This is an optimization exercise on Yosys and OpenROAD, whose aim is small area, not a production implementation. Function was checked by simulation only, so behaviour that the tests miss may differ from the original. No activity file was given, so power comes from the tool's default toggle rates.

### flow/constraint.sdc
create_clock -name core_clock -period 10.0 [get_ports {clk}]
set_input_delay 2.0000 -clock core_clock [delete_from_list [all_inputs] [get_ports {clk}]]
set_output_delay 2.0000 -clock core_clock [all_outputs]
set_load 0.01 [all_outputs]
### flow/design.v
module BCDtoSSeg (BCD, SSeg, an);
  input [3:0] BCD;
  output reg [6:0] SSeg;
  output [1:0] an;
assign an=2'b10;
always @ ( * ) begin
  case (BCD)
   4'b0000: SSeg = 7'b0000001;  
	4'b0001: SSeg = 7'b1001111;  
	4'b0010: SSeg = 7'b0010010;  
	4'b0011: SSeg = 7'b0000110;  
	4'b0100: SSeg = 7'b1001100;  
	4'b0101: SSeg = 7'b0100100;  
	4'b0110: SSeg = 7'b0100000;  
	4'b0111: SSeg = 7'b0001111;  
	4'b1000: SSeg = 7'b0000000;  
	4'b1001: SSeg = 7'b0000100;  
   4'ha: SSeg = 7'b0001000;  
   4'hb: SSeg = 7'b1100000;
   4'hc: SSeg = 7'b0110001;
   4'hd: SSeg = 7'b1000010;
   4'he: SSeg = 7'b0110000;
   4'hf: SSeg = 7'b0111000;
    default:
    SSeg = 0;
  endcase
end
endmodule
module sensor_luz (
    input LDR_signal,   
    output reg sensor       
);
always @ (LDR_signal) begin
    if (LDR_signal) begin
        sensor <= 1'b1;   
    end else begin
        sensor <= 1'b0;   
    end
end
endmodule
module Temporizador7seg (
    input clk,
    input reset,
    input fast_button,  
    output [1:0] an,
    output [6:0] sseg,
    output reg bandera
);
    reg [3:0] BCD;
    parameter count_limit_normal = 40;  
    parameter count_limit_fast = 10;     
    reg [31:0] count_limit;   
    reg [31:0] counter_seg;
    reg freq;
    reg [5:0] segundero;
    wire freq_rise = (counter_seg > count_limit) & ~freq;
    always @(posedge clk) begin
        if (reset) begin
            counter_seg  <= 0;
            freq <= 'b0;
            count_limit <= 0;
        end 
		  else begin
				if (counter_seg > count_limit) begin
					freq <= ~freq;
					counter_seg <= 'd0;
				end
				else begin
					counter_seg <= counter_seg + 1;
					count_limit <= (fast_button)?count_limit_fast:count_limit_normal;
				end
		  end
    end
    always @(posedge clk) begin
        if (reset) begin
            segundero <= 'd0;
            BCD <= 4'b1001;
            bandera <= 0;   
        end 
		  else if (freq_rise) begin
			if (segundero == 60) begin
					segundero <= 0;
					if(BCD == 0)begin
						BCD <= 9;
					end
					else begin
						BCD <= BCD - 1;
					end
         end else begin
            segundero <= segundero + 1;
				if(segundero == 59 & BCD == 0)begin
					bandera <= 1;
				end
				else begin
					bandera <= 0;
				end
         end
		end  
    end
    BCDtoSSeg visualizador (.BCD(BCD), .SSeg(sseg), .an(an));
endmodule
module UltrasonicSensor(
    input clk,
    input rst,
    output reg trigger,
    input echo,
    output reg object_detected
);
    reg [31:0] counter;  
    reg [31:0] pulse_width;  
    reg echo_start, echo_end;
    reg [19:0] trig_counter;  
    reg trig_state;  
    parameter integer clk_freq = 500000;
    parameter integer pulse_duration = clk_freq / 100000;
    parameter integer max_distance_cm = 20;
    parameter integer time_threshold = (max_distance_cm * clk_freq * 2) / 34000;
    always @(posedge clk) begin
        if (rst) begin
            trigger <= 0;
            trig_state <= 0;
            trig_counter <= 0;
        end else if (trig_state == 0) begin
            trigger <= 0;
            trig_counter <= trig_counter + 1;
            if (trig_counter == pulse_duration) begin
                trigger <= 1;
                trig_state <= 1;
                trig_counter <= 0;
            end
        end else begin
            trigger <= 0;
            trig_state <= 0;
        end
    end
    always @(posedge clk) begin
        if (rst) begin
            echo_start <= 0;
            echo_end <= 0;
            counter <= 0;
            pulse_width <= 0;
        end else if (echo == 1 && echo_start == 0) begin
            echo_start <= 1;
            counter <= 0;
        end else if (echo == 0 && echo_start == 1) begin
            echo_end <= 1;
            pulse_width <= counter;
            echo_start <= 0;
        end else if (echo_start == 1) begin
            counter <= counter + 1;
        end
    end
    always @(pulse_width) begin
        if (pulse_width <= time_threshold)
            object_detected <= 1;
        else
            object_detected <= 0;
    end
endmodule
module control_fsm (
    input wire clk,           
    input wire rst,           
    input wire boton_jugar,   
    input wire boton_alimentar,
    input wire boton_dormir,
    input wire boton_curar,
    input wire boton_caricia,
    input wire fast_button,
    output reg [3:0] saciedad,     
    output reg [3:0] diversion,     
    output reg [3:0] descanso,     
    output reg [3:0] salud,     
    output reg [3:0] felicidad,    
    output reg [2:0] state,    
    output wire [1:0] an,     
    output wire [6:0] sseg   
);
localparam ESTADO_IDEAL     = 3'b000;
localparam ESTADO_NEUTRO    = 3'b001;
localparam ESTADO_DIVERSION = 3'b010;
localparam ESTADO_ALIMENTAR = 3'b011;
localparam ESTADO_DESCANSO  = 3'b100;
localparam ESTADO_SALUD     = 3'b101;
localparam ESTADO_FELIZ     = 3'b110;
localparam ESTADO_MUERTO	= 3'b111;
localparam T_IDEAL  = 400;
localparam T_ACCION = 240;
localparam T_MEDIO  = 120;
reg [31:0] timer;   
wire bandera;
reg bandera_prev;
Temporizador7seg temporizador_inst (
    .clk(clk),
    .reset(rst),
    .fast_button(fast_button),
    .an(an),
    .sseg(sseg),
    .bandera(bandera)    
);
always @(posedge clk) begin
    if (rst) begin
        saciedad <= 4'd15;
        diversion <= 4'd15;
        descanso <= 4'd15;
        salud <= 4'd15;
        felicidad <= 4'd15;
        state <= ESTADO_IDEAL;
        timer <= 32'd0;
        bandera_prev <= 0;
    end 
	 else begin
        case (state)
            ESTADO_IDEAL: begin
                saciedad <= 4'd15;
                diversion <= 4'd15;
                descanso <= 4'd15;
                salud <= 4'd15;
                felicidad <= 4'd15;
                if (timer == T_IDEAL) begin   
                    state <= ESTADO_NEUTRO;
                    timer <= 31'd0;
                end else begin
                    timer <= timer + 1;
                end
            end
            ESTADO_NEUTRO: begin
                if (bandera ) begin   
						  if(!bandera_prev)begin
								bandera_prev <= 1;
								saciedad <= (saciedad > 3) ? saciedad - 4 : 0;
								diversion <= (diversion > 3) ? diversion - 4 : 0;
								descanso <= (descanso > 3) ? descanso - 4 : 0;
								salud <= (salud > 3) ? salud - 4 : 0;
								felicidad <= (felicidad > 3) ? felicidad - 4 : 0;
						 end
                end
					 else begin
						if(saciedad == 0 | salud == 0)begin
							state <= ESTADO_MUERTO;
						end
						else begin
						bandera_prev <= 0;
						if (boton_jugar == 1) begin
                    state <= ESTADO_DIVERSION;
						 end
						 else begin
							if (boton_alimentar == 1)begin
								state <= ESTADO_ALIMENTAR;
							end
							else begin
								if(boton_dormir == 0)begin
									state<= ESTADO_DESCANSO;
								end
								else begin
									if(boton_curar == 1)begin
										state <= ESTADO_SALUD;
									end
									else begin
										if (boton_caricia == 1)begin
											state <= ESTADO_FELIZ;
										end
										else begin
											state <= ESTADO_NEUTRO;
										end
									end
								end
							end
							end
						 end
					 end
            end
            ESTADO_DIVERSION: begin
					if(timer == T_ACCION)begin
						timer <= 0;
						state <= ESTADO_NEUTRO;
					end
					else begin
						timer <= timer + 1;
						state <= ESTADO_DIVERSION;
						if(timer == T_MEDIO | bandera)begin
							diversion <= (diversion < 11) ? diversion + 4 : 15;
							felicidad <= (felicidad < 11) ? felicidad + 4 : 15;
							descanso <= (descanso > 1) ? descanso - 4 : 0;
						end
						if(bandera)begin
							timer <= 0;
							state <= ESTADO_NEUTRO;
						end
					end 
            end
            ESTADO_ALIMENTAR: begin
					 if(timer == T_ACCION)begin
						timer <= 0;
						state <= ESTADO_NEUTRO;
					end
					else begin
						timer <= timer + 1;
						state <= ESTADO_ALIMENTAR;
						if(timer == T_MEDIO | bandera)begin
							saciedad <= (saciedad<11)?saciedad+4:15;   
						end
						if(bandera)begin
							timer <= 0;
							state <= ESTADO_NEUTRO;
						end
					end 
            end
            ESTADO_DESCANSO: begin
                if(timer == T_ACCION)begin
						timer <= 0;
						state <= ESTADO_NEUTRO;
					end
					else begin
						timer <= timer + 1;
						state <= ESTADO_DESCANSO;
						if(timer == T_MEDIO | bandera)begin
							descanso <= (descanso < 11)?descanso + 4:15;
						end
						if(bandera)begin
							timer <= 0;
							state <= ESTADO_NEUTRO;
						end
					end 
            end
            ESTADO_SALUD: begin
                if(timer == T_ACCION)begin
						timer <= 0;
						state <= ESTADO_NEUTRO;
					end
					else begin
						timer <= timer + 1;
						state <= ESTADO_SALUD;
						if(timer == T_MEDIO | bandera)begin
							salud <= (salud < 11)? salud + 4:15;
						end
						if(bandera)begin
							timer <= 0;
							state <= ESTADO_NEUTRO;
						end
					end 
            end
            ESTADO_FELIZ: begin 	
					 if(timer == T_ACCION)begin
						timer <= 0;
						state <= ESTADO_NEUTRO;
					end
					else begin
						timer <= timer + 1;
						state <= ESTADO_FELIZ;
						if(timer == T_MEDIO | bandera)begin
							felicidad <=(felicidad < 11)?felicidad+4:15;
						end
						if(bandera)begin
							timer <= 0;
							state <= ESTADO_NEUTRO;
						end
					end 
            end
				ESTADO_MUERTO:begin
					saciedad <= 0;
					salud <= 0;
					felicidad <= 0;
					descanso <= 0;
					diversion <= 0;
					state <= ESTADO_MUERTO;
				end
            default: begin
                state <= ESTADO_IDEAL;
            end
        endcase
    end
end
endmodule
module visualizacion_personalizada#(parameter num_commands = 3,  
                                      num_data_all = 64,   
                                      char_data = 8,  
                                      num_cgram_addrs = 8,
                                      COUNT_MAX = 4)(
    input clk,            
    input rst,          
	input [2:0]estado,
	input [3:0]saciedad,
	input [3:0]diversion,
    input [3:0]descanso,
    input [3:0]salud ,
    input [3:0]felicidad,
	 input luz,
	 input cercania,
	 input fast,
    output reg rs,        
    output rw,
    output enable,    
    output reg [7:0] data
);
localparam IDLE = 0;
localparam INIT_CONFIG = 1;
localparam CLEAR_COUNTERS0 = 2;
localparam CREATE_CHARS = 3;
localparam CLEAR_COUNTERS1 = 4;
localparam SET_CURSOR_AND_WRITE = 5;
localparam SET_CGRAM_ADDR = 0;
localparam WRITE_CHARS = 1;
localparam SET_CURSOR = 2;
localparam WRITE_LCD = 3;
localparam CHANGE_LINE = 4;
localparam CGRAM_ADDR0 = 8'h40;
localparam CGRAM_ADDR1 = 8'h48;
localparam CGRAM_ADDR2 = 8'h50;
localparam CGRAM_ADDR3 = 8'h58;
localparam CGRAM_ADDR4 = 8'h60;
localparam CGRAM_ADDR5 = 8'h68;
localparam CGRAM_ADDR6 = 8'h70;
localparam CGRAM_ADDR7 = 8'h78;
reg [3:0] fsm_state;
reg [3:0] next;
reg clk_16ms;
reg [$clog2(COUNT_MAX)-1:0] counter_div_freq;
localparam CLEAR_DISPLAY = 8'h01;
localparam SHIFT_CURSOR_RIGHT = 8'h06;
localparam DISPON_CURSOROFF = 8'h0C;
localparam DISPON_CURSORBLINK = 8'h0E;
localparam LINES2_MATRIX5x8_MODE8bit = 8'h38;
localparam LINES2_MATRIX5x8_MODE4bit = 8'h28;
localparam LINES1_MATRIX5x8_MODE8bit = 8'h30;
localparam LINES1_MATRIX5x8_MODE4bit = 8'h20;
localparam START_2LINE = 8'hC0;
reg [$clog2(num_commands):0] command_counter;
reg [$clog2(num_data_all):0] data_counter;
reg [$clog2(char_data):0] char_counter;
reg [15:0] cgram_addrs_counter;
reg [7:0] data_memory [0: 8*num_data_all-1];
initial $readmemb("caras.mem", data_memory);
reg [7:0] config_memory;
reg [7:0] cgram_addrs;
always @(*) begin
    case (command_counter)
        0: config_memory = LINES2_MATRIX5x8_MODE8bit;
        1: config_memory = DISPON_CURSOROFF;
        default: config_memory = CLEAR_DISPLAY;
    endcase
    cgram_addrs = CGRAM_ADDR0 + {2'b00, cgram_addrs_counter[2:0], 3'b000};
end
reg [1:0] create_char_task;
reg init_config_executed;
wire done_cgram_write;
reg done_lcd_write;
assign rw = 1'b0;
wire tick_16ms;  
always @(posedge clk) begin
    if (rst) begin
        clk_16ms <= 'b0;
        counter_div_freq <= 'b0;
    end else if (counter_div_freq == COUNT_MAX-1) begin
        clk_16ms <= ~clk_16ms;
        counter_div_freq <= 0;
    end else begin
        counter_div_freq <= counter_div_freq + 1;
    end
end
assign tick_16ms = (counter_div_freq == COUNT_MAX-1) & ~clk_16ms;
always @(posedge clk)begin
    if(rst)begin
        fsm_state <= IDLE;
    end else if (tick_16ms) begin
        fsm_state <= next;
    end
end
always @(*) begin
    case(fsm_state)
        IDLE: begin
            next <= (init_config_executed)? CREATE_CHARS : INIT_CONFIG;
        end
        INIT_CONFIG: begin 
            next <= (command_counter == num_commands)? CLEAR_COUNTERS0 : INIT_CONFIG;
        end
        CLEAR_COUNTERS0: begin
            next <= CREATE_CHARS;
        end
        CREATE_CHARS:begin
            next <= (done_cgram_write)? CLEAR_COUNTERS1 : CREATE_CHARS;
        end
        CLEAR_COUNTERS1: begin
            next <= SET_CURSOR_AND_WRITE;
        end
        SET_CURSOR_AND_WRITE: begin 
            next <= (done_lcd_write)? CLEAR_COUNTERS0 : SET_CURSOR_AND_WRITE;
        end
        default: next = IDLE;
    endcase
end
always @(posedge clk) begin
    if (rst) begin
        rs <= 'b0;
        create_char_task <= SET_CGRAM_ADDR;
        command_counter <= 'b0;
        data_counter <= 'b0;
		  data <= 'b0;
        char_counter <= 'b0;
        init_config_executed <= 'b0;
        cgram_addrs_counter <= 'b0;
        done_lcd_write <= 1'b0; 
    end else if (tick_16ms) begin
        case (next)
            IDLE: begin
                char_counter <= 'b0;
                command_counter <= 'b0;
                data_counter <= 'b0;
                rs <= 'b0;
                cgram_addrs_counter <= 'b0;
                done_lcd_write <= 1'b0;
            end
            INIT_CONFIG: begin
                rs <= 'b0;
                command_counter <= command_counter + 1;
					 data <= config_memory;
                if(command_counter == num_commands-1) begin
                    init_config_executed <= 1'b1;
                end
            end
            CLEAR_COUNTERS0: begin
                data_counter <= 'b0;
                char_counter <= 'b0;
                create_char_task <= SET_CGRAM_ADDR;
                cgram_addrs_counter <= 'b0;
                done_lcd_write <= 1'b0;
                rs <= 'b0;
                data <= 'b0;
            end
				CREATE_CHARS: begin
					case(create_char_task)
						SET_CGRAM_ADDR: begin
							rs <= 'b0;
							data <= cgram_addrs;
							create_char_task <= WRITE_CHARS; 
						end
						WRITE_CHARS: begin
							rs <= 1;
							data <= data_memory[{estado, data_counter[5:0]}];
							data_counter <= data_counter + 1;
							if(char_counter == char_data -1) begin
								char_counter = 0;
								if (cgram_addrs_counter == num_cgram_addrs-1) begin
									done_lcd_write <= 1'b0;
								end else begin
									cgram_addrs_counter <= cgram_addrs_counter + 1;
								end
								create_char_task <= SET_CGRAM_ADDR;
							end else begin
								char_counter <= char_counter + 1;
							end
					end
				endcase
			end
            CLEAR_COUNTERS1: begin
                data_counter <= 'b0;
                char_counter <= 'b0;
                create_char_task <= SET_CURSOR;
                cgram_addrs_counter <= 8'h80;
            end
            SET_CURSOR_AND_WRITE: begin
					case(create_char_task)
						SET_CURSOR: begin
							rs <= 0;
							data<= cgram_addrs_counter;
							create_char_task <= WRITE_LCD;
						end
						WRITE_LCD: begin
							rs <= 1; 
								case(cgram_addrs_counter)  
									8'h80:data <= 8'h00;
									8'h91:data <= 8'h00;
									8'h81:data <= 8'h01;
									8'h92:data <= 8'h01;
									8'h82:data <= 8'h02;
									8'h93:data <= 8'h02;
									8'hC0:data <= 8'h03;
									8'hD1:data <= 8'h03;
									8'hC1:data <= 8'h04;
									8'hD2:data <= 8'h04;
									8'hC2:data <= 8'h05;
									8'hD3:data <= 8'h05;
									8'h94:data <= 8'h06;
									8'hA5:data <= 8'h06;
									8'h95:data <= 8'h07;
									8'hA6:data <= 8'h07;
									8'h96:data <= 8'h06;
									8'hA7:data <= 8'h06;
									8'h8E:data <= (luz)?8'h2A:8'hA0;
									8'h8F:data <= (luz)?8'h2A:8'hA0;
									8'hA2:data <= (cercania)?8'hFC:8'hA0;
									8'hA3:data <= (cercania)?8'hFC:8'hA0;
									8'hCE:data <= (fast)?8'h3E:8'hA0;
									8'hCF:data <= (fast)?8'h3E:8'hA0;
									8'h84:data <= (saciedad > 12)?8'hFF:8'hA0;
									8'hC4:data <= (saciedad > 8)?8'hFF:8'hA0;
									8'h98:data <= (saciedad > 4)?8'hFF:8'hA0;
									8'hD8:data <= (saciedad > 0)?8'hFF:8'hA0;
									8'h86:data <= (diversion >12)?8'hFF:8'hA0;
									8'hC6:data <= (diversion> 8)?8'hFF:8'hA0;
									8'h9A:data <= (diversion > 4)?8'hFF:8'hA0;
									8'hDA:data <= (diversion > 0)?8'hFF:8'hA0;
									8'h88:data <= (descanso >12)?8'hFF:8'hA0;
									8'hC8:data <= (descanso > 8)?8'hFF:8'hA0;
									8'h9C:data <= (descanso > 4)?8'hFF:8'hA0;
									8'hDC:data <= (descanso > 0)?8'hFF:8'hA0;
									8'h8A:data <= (salud >12)?8'hFF:8'hA0;
									8'hCA:data <= (salud > 8)?8'hFF:8'hA0;
									8'h9E:data <= (salud > 4)?8'hFF:8'hA0;
									8'hDE:data <= (salud > 0)?8'hFF:8'hA0;
									8'h8C:data <= (felicidad >12)?8'hFF:8'hA0;
									8'hCC:data <= (felicidad > 8)?8'hFF:8'hA0;
									8'hA0:data <= (felicidad > 4)?8'hFF:8'hA0;
									8'hE0:data <= (felicidad > 0)?8'hFF:8'hA0;
									default: data<= 8'hA0;
								endcase
								if(cgram_addrs_counter == 8'hE7) begin
									done_lcd_write <= 1'b1;
								end else begin
									if(cgram_addrs_counter == 8'hA7)
                                    cgram_addrs_counter <= 8'hC0;  
									else cgram_addrs_counter <= cgram_addrs_counter + 1;
								end
								create_char_task <= SET_CURSOR; 
						end
					endcase
				end
       endcase
   end
end
assign enable = clk_16ms;
assign done_cgram_write = (data_counter == num_data_all-1)? 'b1 : 'b0;
endmodule
module TamaguchiUpdateNewPro(
	input boton_jugar,
    input boton_alimentar,
    input sensor_luz,
    input boton_curar,
    input echo,
	input rst_neg,
	input clk,
	input boton_acelerar,
	 output trigger,
	 output [6:0] segment,
	 output [1:0] anodos,
	 output rs,        
    output rw,
    output enable,    
    output [7:0] data,
	 output prb
);
wire rst;
assign rst = ~rst_neg;
assign prb = boton_acelerar;
wire bandera_iluminacion;
wire object_detected;
wire[3:0] saciedad;     
wire[3:0] diversion;     
wire[3:0] descanso;     
wire[3:0] salud;     
wire[3:0] felicidad;    
wire[2:0] state;
sensor_luz fnsba(
	.LDR_signal(sensor_luz),
	.sensor(bandera_iluminacion)
);
control_fsm modulo_principal(
	.clk(clk),
	.rst(rst),
	.boton_jugar(boton_jugar),
	.boton_alimentar(boton_alimentar),
	.boton_curar(boton_curar),
	.boton_dormir(!bandera_iluminacion),
	.boton_caricia(object_detected),
	.fast_button(boton_acelerar),
	.saciedad(saciedad),
	.diversion(diversion),
	.descanso(descanso),
	.salud(salud),
	.felicidad(felicidad),
	.state(state),
	.an(anodos),
	.sseg(segment)
);
UltrasonicSensor dhaissdnas(
	.clk(clk),
	.rst(rst),
	.trigger(trigger),
	.echo(echo),
	.object_detected(object_detected)
);
visualizacion_personalizada diahdias(
	.clk(clk),
	.rst(rst),
	.estado(state),
	.saciedad(saciedad),
	.diversion(diversion),
	.descanso(descanso),
	.salud(salud),
	.felicidad(felicidad),
	.luz(!bandera_iluminacion),
	.cercania(object_detected),
	.fast(boton_acelerar),
	.rs(rs),
	.rw(rw),
	.enable(enable),
	.data(data)
);
endmodule
### flow/run.sh
#!/bin/bash
# synth_recipe.tcl (not shown) runs the flow's synth.tcl, then flattens the netlist and writes it again
# the make line also repeats each setting of config.mk as NAME=value (left out here)
make -C /OpenROAD-flow-scripts/flow DESIGN_CONFIG=/design/flow/config.mk WORK_HOME=/design/flow/orfs CLKGATE_MAP_FILE= SYNTH_SCRIPT=/design/flow/synth_recipe.tcl finish
### flow/config.mk
export PLATFORM = sky130hd
export DESIGN_NAME = TamaguchiUpdateNewPro
export DESIGN_NICKNAME = TamaguchiUpdateNewPro
export VERILOG_FILES = /design/flow/design.v
export SDC_FILE = /design/flow/constraint.sdc
export NUM_CORES = 4
export LEC_CHECK = 0
export CAP_MARGIN = 20
export CORE_MARGIN = 2
export CORE_UTILIZATION = 40
export PLACE_DENSITY = 0.6
export SLEW_MARGIN = 20
### flow/caras.mem
00011111
00010001
00010111
00010001
00011101
00011101
00010001
00011111
00011111
00010001
00010101
00010101
00010011
00010101
00010101
00011111
00011111
00010011
00010101
00010101
00010101
00010101
00010011
00011111
00011111
00010001
00010111
00010111
00010101
00010101
00010001
00011111
00011111
00011011
00010011
00011011
00011011
00011011
00010001
00011111
00011111
00010001
00010101
00010101
00010101
00010101
00010001
00011111
00001010
00010101
00001010
00010101
00001010
00010101
00001010
00010101
00001010
00010101
00001010
00010101
00001010
00010101
00001010
00010101
00000011
00000111
00001111
00011100
00011111
00011111
00011111
00011111
00011111
00011111
00011111
00000100
00011111
00011111
00011111
00011111
00011000
00011100
00011110
00000111
00011111
00011111
00011111
00011111
00011111
00011111
00011111
00011111
00011111
00011111
00011111
00011111
00011111
00000000
00000000
00000000
00000000
00000000
00000000
00011111
00011111
00011111
00011111
00011111
00011111
00011111
00011111
00011111
00011111
00011111
00011111
00011111
00011111
00001110
00001110
00000100
00011111
00011111
00011111
00011111
00011111
00001110
00001110
00000100
00000011
00000111
00001111
00011110
00011110
00011111
00011111
00011111
00011111
00011111
00011111
00001110
00001110
00011111
00011111
00011111
00011000
00011100
00011110
00001111
00001111
00011111
00011111
00011111
00011111
00011000
00011100
00011110
00011111
00011111
00011111
00011111
00011111
00000000
00000000
00000000
00000000
00011111
00011111
00011111
00011111
00000011
00000111
00001111
00011111
00011111
00011111
00011111
00011111
00011111
00011111
00011111
00011111
00001110
00001110
00000100
00011111
00011111
00011111
00011111
00011111
00001110
00001110
00000100
00011111
00011111
00011100
00011011
00010011
00010111
00010111
00010111
00011101
00011011
00001010
00010001
00011011
00011111
00011111
00011111
00011111
00011111
00000111
00011011
00011101
00011101
00011101
00011101
00010111
00010111
00010111
00010111
00010111
00011011
00011100
00011111
00011111
00011111
00011111
00011111
00011111
00011111
00000000
00011111
00011101
00011101
00011101
00011101
00011101
00011011
00000111
00011111
00011111
00011011
00011011
00010001
00011011
00011011
00011111
00011111
00011111
00010001
00010111
00010111
00010111
00010111
00010001
00011111
00000011
00000111
00001111
00011100
00011111
00011111
00011111
00011111
00011111
00011111
00011111
00000100
00011111
00011111
00011111
00011111
00011000
00011100
00011110
00000111
00011111
00011111
00011111
00011111
00011111
00011111
00011111
00011111
00011111
00011111
00011111
00011111
00011111
00011111
00011111
00011111
00010001
00011111
00011111
00011111
00011111
00011111
00011111
00011111
00011111
00011111
00011111
00011111
00011111
00011111
00011111
00011111
00011111
00001110
00001110
00000100
00011111
00011111
00011111
00011111
00011111
00001110
00001110
00000100
00011111
00011111
00011111
00011111
00011111
00011111
00011111
00011111
00011111
00011111
00010001
00010001
00010001
00010001
00010001
00010001
00011111
00011111
00011111
00011111
00011111
00011111
00011111
00011111
00011111
00011000
00011000
00011000
00011000
00011000
00011111
00011111
00010001
00000000
00000000
00000000
00000000
00000000
00010001
00010001
00011111
00000011
00000011
00000011
00000011
00000011
00011111
00011111
00011111
00011111
00011111
00011111
00011111
00011111
00011111
00011111
00010001
00010001
00010001
00010001
00010001
00010001
00011111
00011111
00000011
00000111
00001110
00011110
00011110
00011111
00011111
00011111
00011111
00011111
00001110
00001110
00001110
00011111
00011111
00011111
00011000
00011100
00001110
00001111
00001111
00011111
00011111
00011111
00011111
00011111
00011111
00011111
00011111
00011111
00011111
00011111
00011111
00011111
00011101
00011011
00010111
00011011
00011101
00011111
00011111
00011111
00011111
00011111
00011111
00011111
00011111
00011111
00011111
00011111
00011111
00011111
00001110
00000100
00000000
00000000
00011111
00011111
00011111
00011111
00001110
00000100
00000000
00000000
00011111
00011111
00011111
00011111
00011111
00011111
00011111
00011111
00011111
00011111
00011111
00011111
00011111
00011111
00011111
00011111
00011111
00011111
00011111
00011111
00011111
00011111
00011111
00011111
00011111
00010001
00010101
00010101
00010011
00010101
00010101
00011111
00011111
00010001
00011011
00011011
00011011
00011011
00010001
00011111
00011111
00010001
00010101
00010101
00010001
00010111
00010111
00011111
00011111
00011111
00011111
00011111
00011111
00011111
00011111
00011111
00011111
00011111
00011111
00011111
00011111
00011111
00011111
00011111
==> summary.txt <==
==> placed cells by master (no fill, tap or decap), types with 8 or more instances in the layout <==
| cell | instances |
|---|---|
| a211oi_1 | 11 |
| nor2_1 | 255 |
| nor2b_1 | 16 |
| dfxtp_1 | 240 |
| clkbuf_1 | 8 |
| nand2_1 | 155 |
| o21ai_0 | 74 |
| a31oi_1 | 18 |
| nor3_1 | 40 |
| a21oi_1 | 98 |
| buf_4 | 14 |
| inv_1 | 66 |
| mux2i_1 | 55 |
| or3_1 | 16 |
| nor4_1 | 31 |
| xnor2_1 | 35 |
| and3_1 | 30 |
| o22ai_1 | 16 |
| o211ai_1 | 11 |
| nand3_1 | 84 |
| o21a_1 | 8 |
| o31ai_1 | 10 |
| and2_1 | 11 |
| clkbuf_16 | 27 |
| nand2b_1 | 22 |
| nand4_1 | 41 |
| ha_1 | 62 |
| conb_1 | 28 |
| clkdlybuf4s50_1 | 25 |
| xor2_1 | 68 |
| or4_1 | 8 |
==> routing by layer <==
metal,up-vias,share of wire (%),wire length (um)
met4,0,2.9,1020
met1,5703,46,16200
met5,-,0,0
met2,394,44,15500
li1,6110,-,-
met3,70,6.4,2240
==> layout make-up <==
class / count / area (um2)
inverters: 70 / 263
repair buffers: 40 / 360
multi-input cells: 1350 / 8360
flip-flops and latches: 240 / 4800
clock buffers: 40 / 774
clock inverters: 8 / 140
fillers: 3320 / 18300
well taps: 448 / 561
==> registers in the layout, summed over array words and instances, names as in the netlist, 4 cells and up <==
name,cells
dhaissdnas.counter,32
modulo_principal.temporizador_inst.segundero,6
diahdias.cgram_addrs_counter,16
diahdias.data_counter,7
dhaissdnas.trig_counter,20
diahdias.data,8
segment,7
dhaissdnas.pulse_width,32
modulo_principal.temporizador_inst.BCD,4
diahdias.char_counter,4
modulo_principal.temporizador_inst.counter_seg,32
modulo_principal.timer,32
==> how the worst min path moves through the flow <==
stage	start	to	slack, ps	cells past startpoint
CTS	diahdias.counter_div_freq[0]$_SDFF_PP0_	diahdias.counter_div_freq[0]$_SDFF_PP0_	420	1
floorplan	diahdias.counter_div_freq[0]$_SDFF_PP0_	diahdias.counter_div_freq[0]$_SDFF_PP0_	400	1
detailed placement	diahdias.counter_div_freq[0]$_SDFF_PP0_	diahdias.counter_div_freq[0]$_SDFF_PP0_	410	1
finish	diahdias.counter_div_freq[0]$_SDFF_PP0_	diahdias.counter_div_freq[0]$_SDFF_PP0_	420	1
global route	diahdias.counter_div_freq[0]$_SDFF_PP0_	diahdias.counter_div_freq[0]$_SDFF_PP0_	460	1
global placement	diahdias.counter_div_freq[0]$_SDFF_PP0_	diahdias.counter_div_freq[0]$_SDFF_PP0_	410	1
==> logic make-up (layout without fill, tap and decap cells) <==
logic type               Yosys count  after routing  share of synthesized area [%]
AND/OR/NAND/NOR                  750            750                           26.5
adder cells (fa/ha/maj)           63             63                           5.76
multiplexers                      61             61                           4.68
XOR/XNOR                         103            103                           6.60
flip-flops                       240            240                           35.1
AO/OA/AOI/OAI                    345            345                           16.7
buffers and inverters            157            158                           4.56
other                              2             28                         0.0549
==> per-stage QoR <==
step / power (uW) / util, % / instance area (um2) / hold slack [ps]
after floorplan: 1060 / - / 13800 / 398
after global placement: 1100 / 42.7 / 14400 / 406
after detailed placement: 1100 / 42.7 / 14400 / 413
after CTS: 2130 / 45.4 / 15300 / 424
after global routing: 2170 / 45.4 / 15300 / 455
final: 2100 / 45.4 / 15300 / 419
==> power by group <==
part	internal [uW]	switching, uW
sequential	970	10.8
combinational	34.2	60.0
clock	616	406
total	1620	477
==> cell usage after synthesis (all sizes together) (12+ instances only) <==
library cell  number
nor3              42
clkbuf            60
nor4              33
nand4             41
dfxtp            240
buf               27
nand2b            22
a31oi             18
xor2              68
or3               16
xnor2             35
o22ai             16
nor2b             16
ha                63
o21ai             79
nand2            157
a21oi             98
inv               67
nor2             256
nand3             84
mux2i             56
a211oi            12
and3              30
==> Implementation_results.wiki <==
{| class="wikitable"
! Metric !! Value
|-
| Grt peak-use layer || met2
|-
| CTS tree || built
|-
| Category of cells accounting for the largest share of critical-path delay || buffers and inverters
|-
| Critical Path Sink Type || output pin
|-
| Depth of the worst register-to-register path || 8
|-
| Clock buffer depth || 3
|-
| Syn-to-layout area delta || 11.6%
|-
| Placed cells || 2148
|-
| Routed length per instance || 15.9 um
|-
| Area leader, netlist || dfxtp_1
|-
| Launching point of the worst reg2reg path || diahdias.data_counter[3]$_SDFFE_PN0P_
|-
| Leading cell types by total area after synthesis || dfxtp_1 35%, nor2_1 7.0%, ha_1 5.8%, xor2_1 4.4%, nand2_1 4.3%
|-
| Number of sinks on the clock net || 240
|-
| HP Class || flip-flop to flip-flop
|-
| Number of antenna violations at the first check in global routing || 0
|-
| Std cell rows || 67
|-
| Highest clock rate || 192 MHz
|-
| Master cell of the clock root buffer || clkbuf_16
|-
| Total power density per cell area || 137 mW/mm2
|-
| Async SR Flop Fraction || 0%
|-
| Hold Vio Cnt, Final || 0
|-
| Diode count || 0
|-
| Vias in the first global route || 11499
|-
| Slack of the worst reg-to-reg path || 6480 ps
|-
| Critical register-to-register path endpoint || diahdias.data[1]$_SDFFE_PN0P_
|-
| Clock latency reported for the late side of the worst-skew pair || 550 ps
|-
| Area of the core region || 0.0336 mm2
|-
| Lkg Pwr || 0.00559 uW
|-
| Slowest stage delay, CP || 610 ps
|-
| Number of buffers added by the clock tree synthesis step || 27
|-
| Share of the cycle needed by the critical path after routing || 52.0%
|-
| Post-route non-filler standard cell count || 2196
|-
| Maximum capacitance violations || 0
|-
| Number of buffers inserted by hold repair at cts || 0
|-
| CP most frequent cell || clkdlybuf4s50_1
|-
| Residual antenna-violating net count after detailed routing || 0
|-
| Synthesized area per cell || 7.95 um2
|-
| Pin count of the biggest net entering global routing || 59
|-
| Worst Tran Pin Value || 1100 ps
|-
| Worst endpoint data arrival time || 3200 ps
|-
| Period minus WS final || 5200 ps
|-
| Setup repair after global routing missed its margin || no
|-
| Final slew viol count || 0
|-
| Vias || 12277
|-
| Classification of the worst setup path || input pin to output pin
|-
| Final setup violation count || 0
|-
| Die X || 189 um
|-
| Number of detailed-route iterations in the first pass || 6
|-
| VDD IR max || 0.133 mV
|-
| H-tree depth || 1
|-
| Global routing met1 resource utilization || 26.3%
|-
| Synthesized instance count || 1721
|-
| Launching element of the worst setup path || boton_acelerar
|-
| Height of the die || 189 um
|-
| Global-route wire length before repair || 57900 um
|-
| Port Buffer Count || 26
|-
| Most instantiated flip-flop cell in the synthesis netlist || dfxtp_1
|-
| Yosys synthesis warning count || 6
|-
| Number of buffers inserted to repair setup after CTS || 0
|-
| Number of distinct library cells after synthesis || 94
|-
| Worst clock skew || 16.2 ps
|-
| Largest driver fanout on the critical path || 6
|-
| Proportion of synthesized chip area in sequential cells || 35.1%
|-
| Total buffers and inverters traversed by the critical path || 2
|-
| Total Die Area || 0.0357 mm2
|-
| Vias per inst || 5.59
|-
| Count of flip-flops with a built-in enable after synthesis || 0
|-
| Cells along the critical path || clkdlybuf4s50_1 > clkdlybuf4s50_1
|-
| Placed wire-length estimate || 24400 um
|-
| Worst endpoint required time || 8000 ps
|-
| Run status || no timing/DRC/antenna violations
|-
| Global Route Usage Sum || 19.2%
|-
| Post-placement worst setup slack || 4780 ps
|-
| Met3 track demand over resource || 2.71%
|-
| Grt total ovfl || 0
|-
| Overall routed net length || 35000 um
|-
| Grt met2 use || 31.0%
|-
| Max_slew headroom || 26.3%
|-
| Total of cells resized after clock tree synthesis || 0
|-
| Startpoint Class || input pin
|-
| DRC violation count after routing || 0
|-
| Post-layout net count || 1800
|-
| Minimum setup slack in the final design || 4800 ps
|-
| Critical path depth || 2
|-
| Master of the slowest instance on the critical path || clkdlybuf4s50_1
|-
| Portion of synthesized cell area occupied by the leading cell type || 35.1%
|-
| Placer Congestion || 0.957
|-
| Num ports || 30
|-
| Final TNS setup || 0 ps
|-
| Initial Util || 40.7%
|-
| Flip-flop and latch count after synthesis || 240
|-
| CP Capture Point || prb
|-
| Fraction of layout cells with a size suffix above 1 || 5.03%
|-
| Post-Syn Area || 0.0137 mm2
|-
| Clock edge transition at the registers on the reported setup and hold paths || 60 ps
|-
| Number of violations reported at the end of detailed-routing iteration 0 || 1235
|}

-- re-timing with driven ports --
The flow's constraints put no driver on any port. The routed layout listed below was extracted and timed again, unchanged, in two steps. Step 1 assumes that a clkbuf_16 drives the clock port and a buf_2 every other input. Step 2, shift: input delay + t, output delay - t, t = (earliest + latest rising clock arrival at the registers) / 2. This alone moves slack from input paths to output paths. Three values: ideal, step 1, step 2; two values: the first two.
shift t [ns]: 0.593
setup WS [ns]: 4.803 / 4.771 / 4.771
worst setup path at the end: input to output
After both steps this run still meets setup and hold. The setup slack of this run moves by -0.032 ns with the drivers and by -0.032 ns with both steps.
